Background: an optimization exercise with open tools, aiming at small area. Do not read the settings as production practice. RTL that was checked went through simulation tests only; none was proved equivalent to the original.

==> trial 76 <==
==> flow/design.v (excerpt) <==
module physic (
    input wire clk,
    input wire rst_n,
    input wire en,
    input wire p1_move_left, p1_move_right, p1_jump, p1_smash,
    input wire p2_move_left, p2_move_right, p2_jump, p2_smash,
    input wire p1_cover,
    input wire p2_cover,
    output wire [9:0] p1_pos_x, p1_pos_y,
    output wire [9:0] p2_pos_x, p2_pos_y,
    output wire [9:0] ball_pos_x, ball_pos_y,
    output wire p1_is_smash,
    output wire p2_is_smash,
    output wire ball_is_smash,
    output reg game_over,
    output reg [1:0] winner,
    output reg valid
);
export LEC_CHECK = 0
export ABC_AREA = 1
export CAP_MARGIN = 20
export CORE_MARGIN = 2
export CORE_UTILIZATION = 60
export PLACE_DENSITY = 0.7
export SLEW_MARGIN = 20
create_clock -name core_clock -period 10.0 [get_ports {clk}]
standard.sh (not shown) runs the stock make flow with config.mk's settings and CLKGATE_MAP_FILE= SYNTH_SCRIPT=/design/flow/synth_recipe.tcl, a recipe that flattens the netlist after the stock synthesis.
==> flow/flow/run.sh <==
#!/bin/bash
# Own layout flow: the standard flow (standard.sh, unchanged synthesis and steps), with
# the smallest buffer for the port buffers and clock tree synthesis without dummy loads.
set -euo pipefail
export BUFFER_PORTS_ARGS="-buffer_cell sky130_fd_sc_hd__buf_1"
export CTS_ARGS="-sink_clustering_enable -repair_clock_nets -dont_use_dummy_load -buf_list {sky130_fd_sc_hd__clkbuf_2 sky130_fd_sc_hd__clkbuf_4} -sink_clustering_size 8 -sink_clustering_max_diameter 30"
bash standard.sh > standard_flow.log 2>&1
==> trial 6: changes against trial 76 <==
==> flow/flow/run.sh (replaced) <==
#!/bin/bash
# Own layout flow: the standard flow (standard.sh, unchanged synthesis and steps), with
# the smallest buffer for the port buffers and clock tree synthesis without dummy loads.
set -euo pipefail
export BUFFER_PORTS_ARGS="-buffer_cell sky130_fd_sc_hd__buf_1"
export CTS_ARGS="-sink_clustering_enable -repair_clock_nets -dont_use_dummy_load -buf_list sky130_fd_sc_hd__clkbuf_4 -sink_clustering_size 10 -sink_clustering_max_diameter 35"
bash standard.sh > standard_flow.log 2>&1
==> qor summary <==
item	trial 76	trial 6
Launch point of the worst hold path	vx_r[4]	by_r[5]
Layout buffering overhead excluding clock cells	0.0272	0.0273
Detailed-route via count	9974	9955
Status	complete, no violations	complete, no violations
Worst relative slew slack	0.365	0.365
Global routing met3 resource utilization	0.0607	0.0546
First-iteration detailed-routing DRC count	557	602
Slowest cell delay on critical path	0.67 ns	0.68 ns
Cell area after layout	0.0130 mm2	0.0129 mm2
Detailed-route wire length per cell	15.2 um	15.2 um
Final worst-path cycle share	0.541	0.543
TritonCTS Buffers	50	43
Clk cell area share	0.0290	0.0250
Via/cell ratio	5.32	5.32
Final-layout fill cell count	1919	1913

* * *

==> run F: inputs <==
Another version of the RTL of physic (not shown whole).
## physic
module physic (
    input wire clk,
    input wire rst_n,
    input wire en,
    input wire p1_move_left, p1_move_right, p1_jump, p1_smash,
    input wire p2_move_left, p2_move_right, p2_jump, p2_smash,
    input wire p1_cover,
    input wire p2_cover,
    output wire [9:0] p1_pos_x, p1_pos_y,
    output wire [9:0] p2_pos_x, p2_pos_y,
    output wire [9:0] ball_pos_x, ball_pos_y,
    output wire p1_is_smash,
    output wire p2_is_smash,
    output wire ball_is_smash,
    output reg game_over,
    output reg [1:0] winner,
    output reg valid
);
export LEC_CHECK = 0
export ABC_AREA = 0
export ABC_CLOCK_PERIOD_IN_PS = 100000
export CAP_MARGIN = 0
export CORE_MARGIN = 2
export CORE_UTILIZATION = 60
export PLACE_DENSITY = 0.7
export SLEW_MARGIN = 0
create_clock -name core_clock -period 10.0 [get_ports {clk}]
==> flow/flow/run.sh <==
#!/bin/bash
# Own layout flow: the standard flow (standard.sh, unchanged synthesis and steps), with
# the smallest buffer for the port buffers and clock tree synthesis without dummy loads.
set -euo pipefail
export BUFFER_PORTS_ARGS="-buffer_cell sky130_fd_sc_hd__buf_1"
export CTS_ARGS="-sink_clustering_enable -repair_clock_nets -dont_use_dummy_load -buf_list sky130_fd_sc_hd__clkbuf_4 -root_buf sky130_fd_sc_hd__clkbuf_4 -tree_buf sky130_fd_sc_hd__clkbuf_2 -sink_clustering_size 10 -sink_clustering_max_diameter 35"
bash standard.sh > standard_flow.log 2>&1
==> inputs of run Z, as changes to run F <==
--- a/flow/design.v
+++ b/flow/design.v
@@ -46,16 +46,17 @@
     assign p1_pos_x   = {2'b00, x1_r[10:3]};
     assign p1_pos_y   = {1'b0, y1_r[14:6]};
     assign p2_pos_x   = {2'b00, x2_r[10:3]} + 10'd320;    
     assign p2_pos_y   = {1'b0, y2_r[14:6]};
     assign ball_pos_x = bx_r[15:6];
     assign ball_pos_y = by_r[15:6];
     assign p1_is_smash   = f_h1 & p1_smash;
     assign p2_is_smash   = f_h2 & p2_smash;
+    assign ball_is_smash = bsm_x | bsm_y;
     wire wx1 = (c[4] | (c[3] | (c[2] | (c[1] & c[0])))) & ~(c[4] | (c[3] & (c[2] & c[1])));
     wire wy  = ~(c[4] | (c[3] & (c[2] & (c[1] & c[0]))));
     wire wv  = ~(c[4] | (c[3] & (c[2] | c[1])));
     wire ox1 = wx1 & x1_r[0];
     wire ox2 = wx1 & x2_r[0];             
     wire oy1 = wy & y1_r[0];
     wire oy2 = wy & y2_r[0];
     wire ov1 = wv ? v1_r[0] : v1_r[10];
@@ -113,36 +114,36 @@
                           y2set ? K22528[c] : (a2 & ov2),
                           ~first & acy[4]);
     wire ny2 = sy2[0];
     wire v2s = ~y2set & js2;
     wire v2m = (v2s & M650[c]) | (~y2set & ~js2 & a2 & M25[c]);
     wire [1:0] sv2 = fadd(~(y2set | js2) & ov2, v2s ^ v2m, first ? v2s : acy[5]);
     wire nv2 = sv2[0];
     reg vxA, vxV, vxS;
-    reg u1500, u1000, u999, u666, u320, u400, u3;
+    reg m1500, m1000, m999, m666, m320, m400, m3;
     always @* begin
         vxA = 1'b0; vxV = 1'b0; vxS = 1'b0;
-        {u1500, u1000, u999, u666, u320, u400, u3} = 7'd0;
+        {m1500, m1000, m999, m666, m320, m400, m3} = 7'd0;
         if (game_over) ;
         else if (nbs | (~f_fl & wall)) begin vxV = 1'b1; vxS = 1'b1; end
         else if (f_fl) ;
         else if (header & sm) begin
             vxS = ~hp1;
-            if (air) begin u1500 = dirb; u1000 = ~dirb; end
-            else     begin u999  = dirb; u666  = ~dirb; end
+            if (air) begin m1500 = dirb; m1000 = ~dirb; end
+            else     begin m999  = dirb; m666  = ~dirb; end
         end
-        else if (header) begin vxA = 1'b1; u320 = 1'b1; vxS = ~sd; end
-        else if (body)   begin u400 = 1'b1; vxS = ~sd; end
-        else if (f_frp)  begin vxA = 1'b1; u3 = 1'b1; vxS = 1'b1; end
-        else if (f_frn)  begin vxA = 1'b1; u3 = 1'b1; end
+        else if (header) begin vxA = 1'b1; m320 = 1'b1; vxS = ~sd; end
+        else if (body)   begin m400 = 1'b1; vxS = ~sd; end
+        else if (f_frp)  begin vxA = 1'b1; m3 = 1'b1; vxS = 1'b1; end
+        else if (f_frn)  begin vxA = 1'b1; m3 = 1'b1; end
         else vxA = 1'b1;
     end
-    wire vxM = (u1500 & M1500[c]) | (u1000 & M1000[c]) | (u999 & M999[c]) | (u666 & M666[c]) |
-               (u320 & M320[c]) | (u400 & M400[c]) | (u3 & M3[c]);
+    wire vxM = (m1500 & M1500[c]) | (m1000 & M1000[c]) | (m999 & M999[c]) | (m666 & M666[c]) |
+               (m320 & M320[c]) | (m400 & M400[c]) | (m3 & M3[c]);
     wire [1:0] svx = fadd(vxA & ovx, vxS ^ (vxV ? ovx : vxM), first ? vxS : acy[6]);
     wire nvx = svx[0];
     reg vyA, vyV, vyS;
     reg n25, n100, n999, n666, n750;
     always @* begin
         vyA = 1'b0; vyV = 1'b0; vyS = 1'b0;
         {n25, n100, n999, n666, n750} = 5'd0;
         if (game_over) ;
@@ -231,27 +232,31 @@
     wire g4 = (last ? maj(e1h, ~K8192[20], bor(e1, K8192[c], gq[4])) : bor(e1, K8192[c], ~first & gq[4]));     
     wire g5 = (last ? maj(K15616[20], ~e2h, bor(K15616[c], e2, gq[5])) : bor(K15616[c], e2, ~first & gq[5]));    
     wire g6 = (last ? maj(e2h, ~K24576[20], bor(e2, K24576[c], gq[6])) : bor(e2, K24576[c], ~first & gq[6]));    
     wire g7 = (last ? maj(K22016[20], ~e2h, bor(K22016[c], e2, gq[7])) : bor(K22016[c], e2, ~first & gq[7]));    
     wire g8 = (last ? maj(KM5120[20], ~e3h, bor(KM5120[c], e3, gq[8])) : bor(KM5120[c], e3, ~first & gq[8]));    
     wire g9 = (last ? maj(e3h, ~K8192[20], bor(e3, K8192[c], gq[9])) : bor(e3, K8192[c], ~first & gq[9]));     
     reg [2:0] cq;
     wire lst = last;
+    wire [19:0] K400 = 20'd400, KM400 = -20'd400, KM512 = -20'd512;
     wire [19:0] K19200 = 20'd19200, K15168 = 20'd15168, K20672 = 20'd20672;
-    wire c15 = (lst ? bor(~(K19200[c]), ~(nyA), cq[0]) : bor(K19200[c], nyA, ~first & cq[0]));  
-    wire c16 = (lst ? bor(~(K15168[c]), ~(nxs), cq[1]) : bor(K15168[c], nxs, ~first & cq[1]));  
-    wire c17 = (lst ? bor(~(nxs), ~(K20672[c]), cq[2]) : bor(nxs, K20672[c], ~first & cq[2]));  
+    wire [19:0] K1 = 20'd1, K35839 = 20'd35839, K25600 = 20'd25600, K20480 = 20'd20480;
+    wire [19:0] K15360 = 20'd15360, K17920 = 20'd17920;
+    wire [19:0] KW5120 = 20'd519168, KW2560 = 20'd521728, KW3840 = 20'd520448;
+    wire c15 = (lst ? bor(~(K19200[c]), ~(nyA), cq[3-3]) : bor(K19200[c], nyA, ~first & cq[3-3]));  
+    wire c16 = (lst ? bor(~(K15168[c]), ~(nxs), cq[4-3]) : bor(K15168[c], nxs, ~first & cq[4-3]));  
+    wire c17 = (lst ? bor(~(nxs), ~(K20672[c]), cq[5-3]) : bor(nxs, K20672[c], ~first & cq[5-3]));  
     wire [19:0] NX = {nbx, bx_r[19:1]};
     wire [19:0] NY = {nby, by_r[19:1]};
-    wire [19:0] VXF = {nvx, vx_r[19:1]};
-    wire [19:0] VYF = {nvy, vy_r[19:1]};
-    wire c12 = ~VXF[19] & (VXF[18] | (VXF[17] | (VXF[16] | (VXF[15] | (VXF[14] | (VXF[13] | (VXF[12] | (VXF[11] | (VXF[10] | (VXF[9] | (VXF[8] & (VXF[7] & (VXF[6] | (VXF[5] | (VXF[4] & (VXF[3] | (VXF[2] | (VXF[1] | VXF[0]))))))))))))))))));     
-    wire c13 = VXF[19] & ~(VXF[18] & (VXF[17] & (VXF[16] & (VXF[15] & (VXF[14] & (VXF[13] & (VXF[12] & (VXF[11] & (VXF[10] & (VXF[9] & (VXF[8] | (VXF[7] | (VXF[6] & (VXF[5] & VXF[4]))))))))))))));    
-    wire c14 = ~VYF[19] | (VYF[18] & (VYF[17] & (VYF[16] & (VYF[15] & (VYF[14] & (VYF[13] & (VYF[12] & (VYF[11] & (VYF[10] & (VYF[9] & (VYF[8] | (VYF[7] | (VYF[6] | (VYF[5] | (VYF[4] | (VYF[3] | (VYF[2] | (VYF[1] | VYF[0]))))))))))))))))));    
+    wire [19:0] NVX = {nvx, vx_r[19:1]};
+    wire [19:0] NVY = {nvy, vy_r[19:1]};
+    wire c12 = ~NVX[19] & (NVX[18] | (NVX[17] | (NVX[16] | (NVX[15] | (NVX[14] | (NVX[13] | (NVX[12] | (NVX[11] | (NVX[10] | (NVX[9] | (NVX[8] & (NVX[7] & (NVX[6] | (NVX[5] | (NVX[4] & (NVX[3] | (NVX[2] | (NVX[1] | NVX[0]))))))))))))))))));     
+    wire c13 = NVX[19] & ~(NVX[18] & (NVX[17] & (NVX[16] & (NVX[15] & (NVX[14] & (NVX[13] & (NVX[12] & (NVX[11] & (NVX[10] & (NVX[9] & (NVX[8] | (NVX[7] | (NVX[6] & (NVX[5] & NVX[4]))))))))))))));    
+    wire c14 = ~NVY[19] | (NVY[18] & (NVY[17] & (NVY[16] & (NVY[15] & (NVY[14] & (NVY[13] & (NVY[12] & (NVY[11] & (NVY[10] & (NVY[9] & (NVY[8] | (NVY[7] | (NVY[6] | (NVY[5] | (NVY[4] | (NVY[3] | (NVY[2] | (NVY[1] | NVY[0]))))))))))))))))));    
     wire c18 = (NY[19] | ~(NY[18] | (NY[17] | (NY[16] | (NY[15] | (NY[14] | (NY[13] & (NY[12] & (NY[11] & NY[10])))))))));     
     wire c19 = (NX[19] | ~(NX[18] | (NX[17] | (NX[16] | (NX[15] | (NX[14] & (NX[13] | (NX[12] | (NX[11] | (NX[10] & NX[9]))))))))));     
     wire c20 = (~NX[19] & (NX[18] | (NX[17] | (NX[16] | (NX[15] | (NX[14] | (NX[13] | (NX[12] | (NX[11] | (NX[10] | (NX[9] | (NX[8] | (NX[7] | (NX[6] | (NX[5] | (NX[4] | (NX[3] | (NX[2] | NX[1]))))))))))))))))));         
     wire c21 = (NX[19] | ~(NX[18] | (NX[17] | (NX[16] | (NX[15] & (NX[14] | (NX[13] | (NX[12] | (NX[11] & (NX[10] | (NX[9] & (NX[8] & (NX[7] & (NX[6] & (NX[5] & (NX[4] & (NX[3] & (NX[2] & (NX[1] & NX[0])))))))))))))))))));     
     wire c22 = (NY[19] | ~(NY[18] | (NY[17] | (NY[16] | (NY[15] | (NY[14] & (NY[13] & (NY[12] | (NY[11] | NY[10])))))))));     
     wire c23 = (NX[19] | ~(NX[18] | (NX[17] | (NX[16] | (NX[15] | (NX[14] & (NX[13] | NX[12])))))));     
     wire c24 = (~NY[19] & (NY[18] | (NY[17] | (NY[16] | (NY[15] | (NY[14] | (NY[13] | (NY[12] | (NY[11] | (NY[10] | (NY[9] | (NY[8] | (NY[7] | (NY[6] | (NY[5] | (NY[4] | (NY[3] | (NY[2] | (NY[1] | NY[0])))))))))))))))))));         
     wire c25 = (NX[19] | ~(NX[18] & (NX[17] & (NX[16] & (NX[15] & (NX[14] & (NX[13] & (NX[12] | (NX[11] & NX[10])))))))));    
@@ -276,25 +281,24 @@
     wire ntop = ~c29 | c18;         
     wire nlft = ~c26 | c19;         
     wire nzx_n = nvx | (|vx_r[19:1]);
     wire nzy_n = nvy | (|vy_r[19:1]);
     wire bsm_x = vx_r[19] ? (vx_r[15] & (|vx_r[14:0]) & ~(vx_r[14] & (vx_r[13] & (vx_r[12] & (vx_r[11] & (vx_r[10] & (vx_r[9] | (vx_r[8] & (vx_r[7] & (vx_r[6] | (vx_r[5] & (vx_r[4] | vx_r[3]))))))))))))
                          : (~vx_r[15] & (vx_r[14] | (vx_r[13] | (vx_r[12] | (vx_r[11] | (vx_r[10] | (vx_r[9] & (vx_r[8] | (vx_r[7] | (vx_r[6] & (vx_r[5] | (vx_r[4] & (vx_r[3] & (vx_r[2] | (vx_r[1] | vx_r[0])))))))))))))));
     wire bsm_y = vy_r[19] ? (vy_r[15] & (|vy_r[14:0]) & ~(vy_r[14] & (vy_r[13] & (vy_r[12] & (vy_r[11] & (vy_r[10] & (vy_r[9] | (vy_r[8] & (vy_r[7] & (vy_r[6] | (vy_r[5] & (vy_r[4] | vy_r[3]))))))))))))
                          : (~vy_r[15] & (vy_r[14] | (vy_r[13] | (vy_r[12] | (vy_r[11] | (vy_r[10] | (vy_r[9] & (vy_r[8] | (vy_r[7] | (vy_r[6] & (vy_r[5] | (vy_r[4] & (vy_r[3] & (vy_r[2] | (vy_r[1] | vy_r[0])))))))))))))));
-    assign ball_is_smash = bsm_x | bsm_y;
     always @(posedge clk) begin
         dcy <= {d15[1], d14[1], d13[1]};
         scy <= {bor(nby, ny2, ~first & scy[3]), bor(nbx, nx2, ~first & scy[2]),
                 bor(nby, ny1, ~first & scy[1]), bor(nbx, nx1, ~first & scy[0])};
         gq <= {g9, g8, g7, g6, g5, g4, g3, g2, g1, g0};
         cq <= {c17, c16, c15};
     end
-    localparam [19:0] R_X1 = 20'd6400, R_Y = 20'd22528;
+    localparam [19:0] R_X1 = 20'd6400, R_Y = 20'd22528, R_X2 = 20'd33280;
     localparam [19:0] R_BX = 20'd7680, R_BY = 20'd3200;
     always @(posedge clk or negedge rst_n) begin
         if (!rst_n) begin
             x1_r <= R_X1[13:3]; y1_r <= R_Y[14:0]; v1_r <= 11'd0; a1 <= 1'b0;
             x2_r <= 11'd1600; y2_r <= R_Y[14:0]; v2_r <= 11'd0; a2 <= 1'b0;
             bx_r <= R_BX; by_r <= R_BY; vx_r <= 20'd0; vy_r <= 20'd0;
             cd <= 4'd0; game_over <= 1'b0; winner <= 2'd0; valid <= 1'b0;
             f_x1L <= 1'b1; f_x1R <= 1'b1; f_x2L <= 1'b1; f_x2R <= 1'b0;
==> flow/flow/run.sh (replaced) <==
#!/bin/bash
# Own layout flow: the standard flow (standard.sh, unchanged synthesis and steps), with
# the smallest buffer for the port buffers and clock tree synthesis without dummy loads.
set -euo pipefail
export BUFFER_PORTS_ARGS="-buffer_cell sky130_fd_sc_hd__buf_1"
export CTS_ARGS="-sink_clustering_enable -repair_clock_nets -dont_use_dummy_load -buf_list sky130_fd_sc_hd__clkbuf_4 -sink_clustering_size 10 -sink_clustering_max_diameter 35"
bash standard.sh > standard_flow.log 2>&1
CAP_MARGIN = 20   (was 0)
SLEW_MARGIN = 20   (was 0)
==> inputs of run G, as changes to run F <==
==> flow/flow/run.sh (replaced) <==
#!/bin/bash
# Own layout flow: the standard flow (standard.sh, unchanged synthesis and steps), with
# the smallest buffer for the port buffers and clock tree synthesis without dummy loads.
set -euo pipefail
export BUFFER_PORTS_ARGS="-buffer_cell sky130_fd_sc_hd__buf_1"
export CTS_ARGS="-sink_clustering_enable -repair_clock_nets -dont_use_dummy_load -buf_list sky130_fd_sc_hd__clkbuf_4 -sink_clustering_size 10 -sink_clustering_max_diameter 35"
bash standard.sh > standard_flow.log 2>&1
CAP_MARGIN = 20   (was 0)
SLEW_MARGIN = 20   (was 0)
==> qor summary <==
quantity                                                                           run G                  run Z                     run F
Routing usage on met1                                                              36.6%                  38.3%                     36.6%
Placer Congestion                                                                  0.950                  0.961                     0.950
Synth Instances                                                                     1213                   1234                      1213
Min Hold Slack                                                                  0.474 ns               0.479 ns                  0.474 ns
Compound-cell area share of the yosys netlist                                      10.7%                  10.7%                     10.7%
Maximum number of pins on one net before global-route repair                         189                     89                       189
Result of the run                                                         finished clean         finished clean            finished clean
Initial core utilization                                                           60.8%                  61.1%                     60.8%
Post-Route M1 WL                                                                11400 µm               11900 µm                  11400 µm
Slowest stage cell on the critical path                         sky130_fd_sc_hd__dfrtp_1  sky130_fd_sc_hd__fa_1  sky130_fd_sc_hd__dfrtp_1
Number of buffers other than clock buffers in the final layout                        84                     85                        83
Non-filler cells in the finished layout                                             1462                   1476                      1461
Worst skew pair latency                                                          0.63 ns                0.64 ns                   0.63 ns
Number of inverters outside the clock class in the layout                             45                     44                        45
Vertical extent of the die                                                        141 µm                 142 µm                    141 µm
Number of global-route vias before repair                                           8070                   8223                      8070
Post-Synth XOR/XNOR Area                                                          0.232%                 0.153%                    0.232%
Max incr delay on CP                                                             0.97 ns                0.92 ns                   0.98 ns
Only the layout flow was run in run Z; the RTL was not checked for function there.

## static timing again, ports no longer ideal
How much do the figures lean on ideal ports? The routed layouts below were timed once more, with nothing changed but the port constraints. Step 1 (the two cells are an assumption about what drives the block):
set clk [get_ports {clk}]
set_driving_cell -lib_cell sky130_fd_sc_hd__clkbuf_16 $clk
set_driving_cell -lib_cell sky130_fd_sc_hd__buf_2 [delete_from_list [all_inputs] $clk]
Step 2 also shifts input and output timing later by t, the mid clock arrival at the registers, as if the neighbouring blocks saw the same clock. a / b / c = no drivers / after step 1 / after step 2; a / b = the first two.
run	t, ns	slack for setup (ns)	slew at the worst register clock pin (ns)	pins driven straight from the clock port
trial 76	0.664	4.589 / 4.611 / 3.947	0.09 / 0.09	1
trial 6	0.636	4.570 / 4.589 / 3.953	0.11 / 0.11	1
run F	0.643	4.224 / 4.224 / 4.130	0.11 / 0.11	1
run Z	0.647	4.138 / 4.138 / 3.859	0.10 / 0.10	1
run G	0.644	4.261 / 4.261 / 4.149	0.11 / 0.11	1
After both steps setup and hold are still met in every run listed. For trial 76, which loses most, drivers alone change the setup slack by +0.022 ns; drivers and shift together by -0.642 ns.
